From an optimization exercise on the open Yosys and OpenROAD flow, aimed at small area; shortcuts taken in it are not production practice.
Only simulation tests tie the RTL to the original design; equivalence was not proved.

// top
module top (input clk, rst, enin, enout,
            input signed [9:0] datain,
            output reg signed [9:0] dataout);
For scale: about 2400 cells after synthesis, about 680 flip-flops, about 0.036 mm^2 of cells after synthesis.
==> module top, before the edit <==
module top (input clk, rst, enin, enout,
            input signed [9:0] datain,
            output reg signed [9:0] dataout);
reg [9:0] W [0:63];
reg [9:0] IN;           
reg       iv;           
reg [7:0] pc;           
reg       colgo;        
reg [3:0] cs;           
wire take = enin & ~pc[6] & ~pc[7];
wire rowend = iv & (pc[2:0] == 3'd0);    
wire colrun = colgo & ~cs[3];
wire rd = enout & cs[3] & pc[6];
wire [79:0] ein, eout;
assign ein = colgo ? {W[56],W[48],W[40],W[32],W[24],W[16],W[8],W[0]}
                   : {IN,W[63],W[62],W[61],W[60],W[59],W[58],W[57]};
oneD_DCT eng(.x(ein), .y(eout));
wire [9:0] y0=eout[9:0], y1=eout[19:10], y2=eout[29:20], y3=eout[39:30],
           y4=eout[49:40], y5=eout[59:50], y6=eout[69:60], y7=eout[79:70];
wire [9:0] q;
quant qu(.x(W[56]), .idx(pc[5:0]), .q(q));
always @(posedge clk) IN <= datain;
always @(posedge clk) begin
    if (rst) begin
        iv <= 1'b0; pc <= 8'd0; cs <= 4'd0; colgo <= 1'b0;
    end else begin
        iv <= take;
        if (take | rd) pc <= pc + 8'd1;
        if (rowend & pc[6]) colgo <= 1'b1;
        if (colrun) cs <= cs + 4'd1;
    end
end
always @(posedge clk) if (~rst & rd) dataout <= q;
integer i;
wire shift = iv | colrun | rd;
always @(posedge clk) begin
    if (shift) begin
        for (i = 0; i < 63; i = i + 1) W[i] <= W[i+1];
        W[63] <= colrun ? y0 : (iv ? IN : W[0]);
        if (rowend) begin
            W[56] <= y0; W[57] <= y1; W[58] <= y2; W[59] <= y3;
            W[60] <= y4; W[61] <= y5; W[62] <= y6; W[63] <= y7;
        end
        if (colrun) begin
            W[7] <= y1; W[15] <= y2; W[23] <= y3; W[31] <= y4;
            W[39] <= y5; W[47] <= y6; W[55] <= y7;
        end
    end
end
endmodule
Settings: LEC_CHECK=0, CAP_MARGIN=20, CORE_MARGIN=2, CORE_UTILIZATION=65, CTS_BUF_LIST=sky130_fd_sc_hd__clkbuf_16, CTS_CLUSTER_DIAMETER=60, CTS_CLUSTER_SIZE=25, PLACE_DENSITY=0.75, SLEW_MARGIN=20; clock period 20.0 ns.
run.sh (not shown) runs the stock make flow with config.mk's settings and CLKGATE_MAP_FILE= SYNTH_SCRIPT=/design/flow/synth_recipe.tcl, a recipe that flattens the netlist after the stock synthesis.
Change:
--- a/flow/design.v
+++ b/flow/design.v
@@ -75,39 +75,43 @@
 module top (input clk, rst, enin, enout,
             input signed [9:0] datain,
             output reg signed [9:0] dataout);
 reg [9:0] W [0:63];
 reg [9:0] IN;           
 reg       iv;           
-reg [7:0] pc;           
+reg [6:0] pc;           
 reg       colgo;        
 reg [3:0] cs;           
-wire take = enin & ~pc[6] & ~pc[7];
+reg [6:0] rc;           
 wire rowend = iv & (pc[2:0] == 3'd0);    
 wire colrun = colgo & ~cs[3];
-wire rd = enout & cs[3] & pc[6];
+wire rd = enout & cs[3] & ~rc[6];
 wire [79:0] ein, eout;
 assign ein = colgo ? {W[56],W[48],W[40],W[32],W[24],W[16],W[8],W[0]}
                    : {IN,W[63],W[62],W[61],W[60],W[59],W[58],W[57]};
 oneD_DCT eng(.x(ein), .y(eout));
 wire [9:0] y0=eout[9:0], y1=eout[19:10], y2=eout[29:20], y3=eout[39:30],
            y4=eout[49:40], y5=eout[59:50], y6=eout[69:60], y7=eout[79:70];
 wire [9:0] q;
-quant qu(.x(W[56]), .idx(pc[5:0]), .q(q));
+quant qu(.x(W[56]), .idx(rc[5:0]), .q(q));
 always @(posedge clk) IN <= datain;
 always @(posedge clk) begin
     if (rst) begin
-        iv <= 1'b0; pc <= 8'd0; cs <= 4'd0; colgo <= 1'b0;
+        iv <= 1'b0; pc <= 7'd0; cs <= 4'd0; colgo <= 1'b0; rc <= 7'd0;
+        dataout <= 10'd0;
     end else begin
-        iv <= take;
-        if (take | rd) pc <= pc + 8'd1;
+        iv <= enin & ~pc[6];
+        if (enin & ~pc[6]) pc <= pc + 7'd1;
         if (rowend & pc[6]) colgo <= 1'b1;
         if (colrun) cs <= cs + 4'd1;
+        if (rd) begin
+            dataout <= q;
+            rc <= rc + 7'd1;
+        end
     end
 end
-always @(posedge clk) if (~rst & rd) dataout <= q;
 integer i;
 wire shift = iv | colrun | rd;
 always @(posedge clk) begin
     if (shift) begin
         for (i = 0; i < 63; i = i + 1) W[i] <= W[i+1];
         W[63] <= colrun ? y0 : (iv ? IN : W[0]);
Non-clock buffer count rises by 10.
Design area rises by 0.69%.
Die area rises by 0.47%.
Worst setup slack improves by 130 ps.
Routed wire length falls by 2.3%.
Core utilization rises by 0.34 points.
Clock skew is about the same.

========
== AL ==
top again, from the RTL that the note above started with.
==> module quant, before the edit <==
module quant(input [9:0] x, input [5:0] idx, output [9:0] q);
reg [6:0] d;
always @* case (idx)
    6'o00: d = 16;  6'o01: d = 11;  6'o02: d = 10;  6'o03: d = 16;  6'o04: d = 24;  6'o05: d = 40;  6'o06: d = 51;  6'o07: d = 61;
    6'o10: d = 12;  6'o11: d = 12;  6'o12: d = 14;  6'o13: d = 19;  6'o14: d = 26;  6'o15: d = 58;  6'o16: d = 60;  6'o17: d = 55;
    6'o20: d = 14;  6'o21: d = 13;  6'o22: d = 16;  6'o23: d = 24;  6'o24: d = 40;  6'o25: d = 57;  6'o26: d = 69;  6'o27: d = 56;
    6'o30: d = 14;  6'o31: d = 17;  6'o32: d = 22;  6'o33: d = 29;  6'o34: d = 51;  6'o35: d = 87;  6'o36: d = 80;  6'o37: d = 62;
    6'o40: d = 18;  6'o41: d = 22;  6'o42: d = 37;  6'o43: d = 56;  6'o44: d = 68;  6'o45: d = 109; 6'o46: d = 103; 6'o47: d = 77;
    6'o50: d = 24;  6'o51: d = 35;  6'o52: d = 55;  6'o53: d = 64;  6'o54: d = 81;  6'o55: d = 104; 6'o56: d = 113; 6'o57: d = 92;
    6'o60: d = 49;  6'o61: d = 64;  6'o62: d = 78;  6'o63: d = 87;  6'o64: d = 103; 6'o65: d = 121; 6'o66: d = 120; 6'o67: d = 101;
    6'o70: d = 72;  6'o71: d = 92;  6'o72: d = 95;  6'o73: d = 98;  6'o74: d = 112; 6'o75: d = 100; 6'o76: d = 103; 6'o77: d = 99;
endcase
function [8:0] ad8; input [7:0] a, b; input ci; integer i; reg c; begin
  c = ci; for (i = 0; i < 8; i = i + 1) {c, ad8[i]} = a[i] + b[i] + c; ad8[8] = c; end endfunction
function [9:0] inc; input [9:0] a; input ci; integer i; reg c; begin
  c = ci; for (i = 0; i < 10; i = i + 1) begin inc[i] = a[i] ^ c; c = a[i] & c; end end endfunction
wire s = x[9];
wire [9:0] ax = inc(x ^ {10{s}}, s);    
reg [12:0] r;
reg [5:0] qq;
reg [8:0] t;
integer j;
always @* begin
    r = {3'd0, ax};
    for (j = 5; j >= 0; j = j - 1) begin
        t = ad8(r[j +: 8], {1'b1, ~d}, 1'b1);    
        qq[j] = t[8];
        if (t[8]) r[j +: 8] = t[7:0];
    end
end
assign q = inc({4'd0, qq} ^ {10{s}}, s);
endmodule
clock: 20.0 ns
lec_check: 0
cap_margin: 20
core_margin: 2
core_utilization: 65
cts_buf_list: sky130_fd_sc_hd__clkbuf_16
cts_cluster_diameter: 60
cts_cluster_size: 25
place_density: 0.75
slew_margin: 20
standard.sh (not shown) runs the stock make flow with config.mk's settings and CLKGATE_MAP_FILE= SYNTH_SCRIPT=/design/flow/synth_recipe.tcl, a recipe that flattens the netlist after the stock synthesis.
==> flow/flow/run.sh <==
#!/bin/bash
# Standard layout, with one netlist pass between synthesis and floorplan: flow/fapol.py
# re-polarises the full adders of the synthesised netlist so that fewer inverters are needed.
# Registers and every other cell are left as synthesis made them.
set -euo pipefail
R=orfs/results/$FLOW_PLATFORM/top/base
bash standard.sh synth > standard_synth.log 2>&1
cp $R/1_2_yosys.v $R/1_2_yosys.std.v
python3 flow/fapol.py $R/1_2_yosys.std.v $R/1_2_yosys.pol.v > fapol.log 2>&1
mv $R/1_2_yosys.pol.v $R/1_2_yosys.v
rm -f $R/1_synth.odb $R/1_synth.sdc
bash standard.sh > standard_finish.log 2>&1
Other scripts of this flow, unchanged in this note and not shown: flow/flow/fapol.py
### AL -> PW
--- a/flow/design.v
+++ b/flow/design.v
@@ -41,17 +41,17 @@
 assign y = {s7, f3, s5, d1, s3, f2, s1, d0};
 endmodule
 module quant(input [9:0] x, input [5:0] idx, output [9:0] q);
 reg [6:0] d;
-always @* case (idx)
-    6'o00: d = 16;  6'o01: d = 11;  6'o02: d = 10;  6'o03: d = 16;  6'o04: d = 24;  6'o05: d = 40;  6'o06: d = 51;  6'o07: d = 61;
-    6'o10: d = 12;  6'o11: d = 12;  6'o12: d = 14;  6'o13: d = 19;  6'o14: d = 26;  6'o15: d = 58;  6'o16: d = 60;  6'o17: d = 55;
-    6'o20: d = 14;  6'o21: d = 13;  6'o22: d = 16;  6'o23: d = 24;  6'o24: d = 40;  6'o25: d = 57;  6'o26: d = 69;  6'o27: d = 56;
-    6'o30: d = 14;  6'o31: d = 17;  6'o32: d = 22;  6'o33: d = 29;  6'o34: d = 51;  6'o35: d = 87;  6'o36: d = 80;  6'o37: d = 62;
-    6'o40: d = 18;  6'o41: d = 22;  6'o42: d = 37;  6'o43: d = 56;  6'o44: d = 68;  6'o45: d = 109; 6'o46: d = 103; 6'o47: d = 77;
-    6'o50: d = 24;  6'o51: d = 35;  6'o52: d = 55;  6'o53: d = 64;  6'o54: d = 81;  6'o55: d = 104; 6'o56: d = 113; 6'o57: d = 92;
-    6'o60: d = 49;  6'o61: d = 64;  6'o62: d = 78;  6'o63: d = 87;  6'o64: d = 103; 6'o65: d = 121; 6'o66: d = 120; 6'o67: d = 101;
-    6'o70: d = 72;  6'o71: d = 92;  6'o72: d = 95;  6'o73: d = 98;  6'o74: d = 112; 6'o75: d = 100; 6'o76: d = 103; 6'o77: d = 99;
+always @* case (idx)    
+    6'o00: d = 72;   6'o01: d = 92;   6'o02: d = 95;   6'o03: d = 98;   6'o04: d = 112;  6'o05: d = 100;  6'o06: d = 103;  6'o07: d = 99;
+    6'o10: d = 16;   6'o11: d = 11;   6'o12: d = 10;   6'o13: d = 16;   6'o14: d = 24;   6'o15: d = 40;   6'o16: d = 51;   6'o17: d = 61;
+    6'o20: d = 12;   6'o21: d = 12;   6'o22: d = 14;   6'o23: d = 19;   6'o24: d = 26;   6'o25: d = 58;   6'o26: d = 60;   6'o27: d = 55;
+    6'o30: d = 14;   6'o31: d = 13;   6'o32: d = 16;   6'o33: d = 24;   6'o34: d = 40;   6'o35: d = 57;   6'o36: d = 69;   6'o37: d = 56;
+    6'o40: d = 14;   6'o41: d = 17;   6'o42: d = 22;   6'o43: d = 29;   6'o44: d = 51;   6'o45: d = 87;   6'o46: d = 80;   6'o47: d = 62;
+    6'o50: d = 18;   6'o51: d = 22;   6'o52: d = 37;   6'o53: d = 56;   6'o54: d = 68;   6'o55: d = 109;  6'o56: d = 103;  6'o57: d = 77;
+    6'o60: d = 24;   6'o61: d = 35;   6'o62: d = 55;   6'o63: d = 64;   6'o64: d = 81;   6'o65: d = 104;  6'o66: d = 113;  6'o67: d = 92;
+    6'o70: d = 49;   6'o71: d = 64;   6'o72: d = 78;   6'o73: d = 87;   6'o74: d = 103;  6'o75: d = 121;  6'o76: d = 120;  6'o77: d = 101;
 endcase
 function [8:0] ad8; input [7:0] a, b; input ci; integer i; reg c; begin
   c = ci; for (i = 0; i < 8; i = i + 1) {c, ad8[i]} = a[i] + b[i] + c; ad8[8] = c; end endfunction
 function [9:0] inc; input [9:0] a; input ci; integer i; reg c; begin
@@ -77,32 +77,29 @@
             output reg signed [9:0] dataout);
 reg [9:0] W [0:63];
 reg [9:0] IN;           
 reg       iv;           
-reg [7:0] pc;           
-reg       colgo;        
-reg [3:0] cs;           
-wire take = enin & ~pc[6] & ~pc[7];
-wire rowend = iv & (pc[2:0] == 3'd0);    
-wire colrun = colgo & ~cs[3];
-wire rd = enout & cs[3] & pc[6];
+reg [7:0] pc;
+wire loading = ~pc[6] & ~pc[7];
+wire take    = enin & loading;
+wire rowend  = iv & (pc[2:0] == 3'd0);              
+wire colrun  = ~iv & (pc[7:3] == 5'b01000);         
+wire rd      = enout & ((pc[6] & (pc[5:3] != 3'd0)) | (pc[7] & ~pc[3]));   
 wire [79:0] ein, eout;
-assign ein = colgo ? {W[56],W[48],W[40],W[32],W[24],W[16],W[8],W[0]}
-                   : {IN,W[63],W[62],W[61],W[60],W[59],W[58],W[57]};
+assign ein = (loading | iv) ? {IN,W[63],W[62],W[61],W[60],W[59],W[58],W[57]}
+                            : {W[56],W[48],W[40],W[32],W[24],W[16],W[8],W[0]};
 oneD_DCT eng(.x(ein), .y(eout));
 wire [9:0] y0=eout[9:0], y1=eout[19:10], y2=eout[29:20], y3=eout[39:30],
            y4=eout[49:40], y5=eout[59:50], y6=eout[69:60], y7=eout[79:70];
 wire [9:0] q;
 quant qu(.x(W[56]), .idx(pc[5:0]), .q(q));
 always @(posedge clk) IN <= datain;
 always @(posedge clk) begin
     if (rst) begin
-        iv <= 1'b0; pc <= 8'd0; cs <= 4'd0; colgo <= 1'b0;
+        iv <= 1'b0; pc <= 8'd0;
     end else begin
         iv <= take;
-        if (take | rd) pc <= pc + 8'd1;
-        if (rowend & pc[6]) colgo <= 1'b1;
-        if (colrun) cs <= cs + 4'd1;
+        if (take | colrun | rd) pc <= pc + 8'd1;
     end
 end
 always @(posedge clk) if (~rst & rd) dataout <= q;
 integer i;
==> comparison <==
AL -> PW: cell count decreased by a few percent
The lower via count of the routed design of AL and PW is in PW.
Required time at the worst-slack endpoint in PW vs AL: up 20 ps
Diff AL -> PW | worst hold slack | increase of 9.3 ps
Diff PW..AL | instance count along the most critical hold path | unchanged
Diff PW..AL | area growth from synthesis to layout | negligible
AL -> PW: global-route wire length before repair decreased by a few percent
Diff AL -> PW: pre-CTS setup slack went down by 470 ps, clock latency of the later-clocked register in the worst-skew pair has remained practically unchanged.
PW went all the way through the flow, and no timing, DRC or antenna check failed.
STATUS setup slack of the critical path after layout: PW wins against AL

-- afterwards: timing with drivers on the ports --
How much do the figures lean on ideal ports? The routed layouts below were timed once more, with nothing changed but the port constraints.
Step 1: set_driving_cell puts a clkbuf_16 on clk and a buf_2 on each other input, an assumption about the parent block.
Step 2 times the ports against the registers' clock, not the clock port: input delays grow and output delays shrink by t, the midpoint of the rising clock arrivals with the driver on.
Three values: no drivers, after step 1, after step 2; two values: the first two.
run	shift t [ns]	setup WS [ns]	worst setup path at the end	clock arrival spread, ns
the first run of note 1	0.645	1.096 / 1.096 / 1.096	register to register	0.032 / 0.032
the second run of note 1	0.657	1.231 / 1.231 / 1.231	register to register	0.031 / 0.030
AL	0.659	1.088 / 1.088 / 1.088	register to register	0.040 / 0.040
PW	0.657	1.264 / 1.264 / 1.264	register to register	0.031 / 0.031
After both steps every run listed still meets setup and hold.
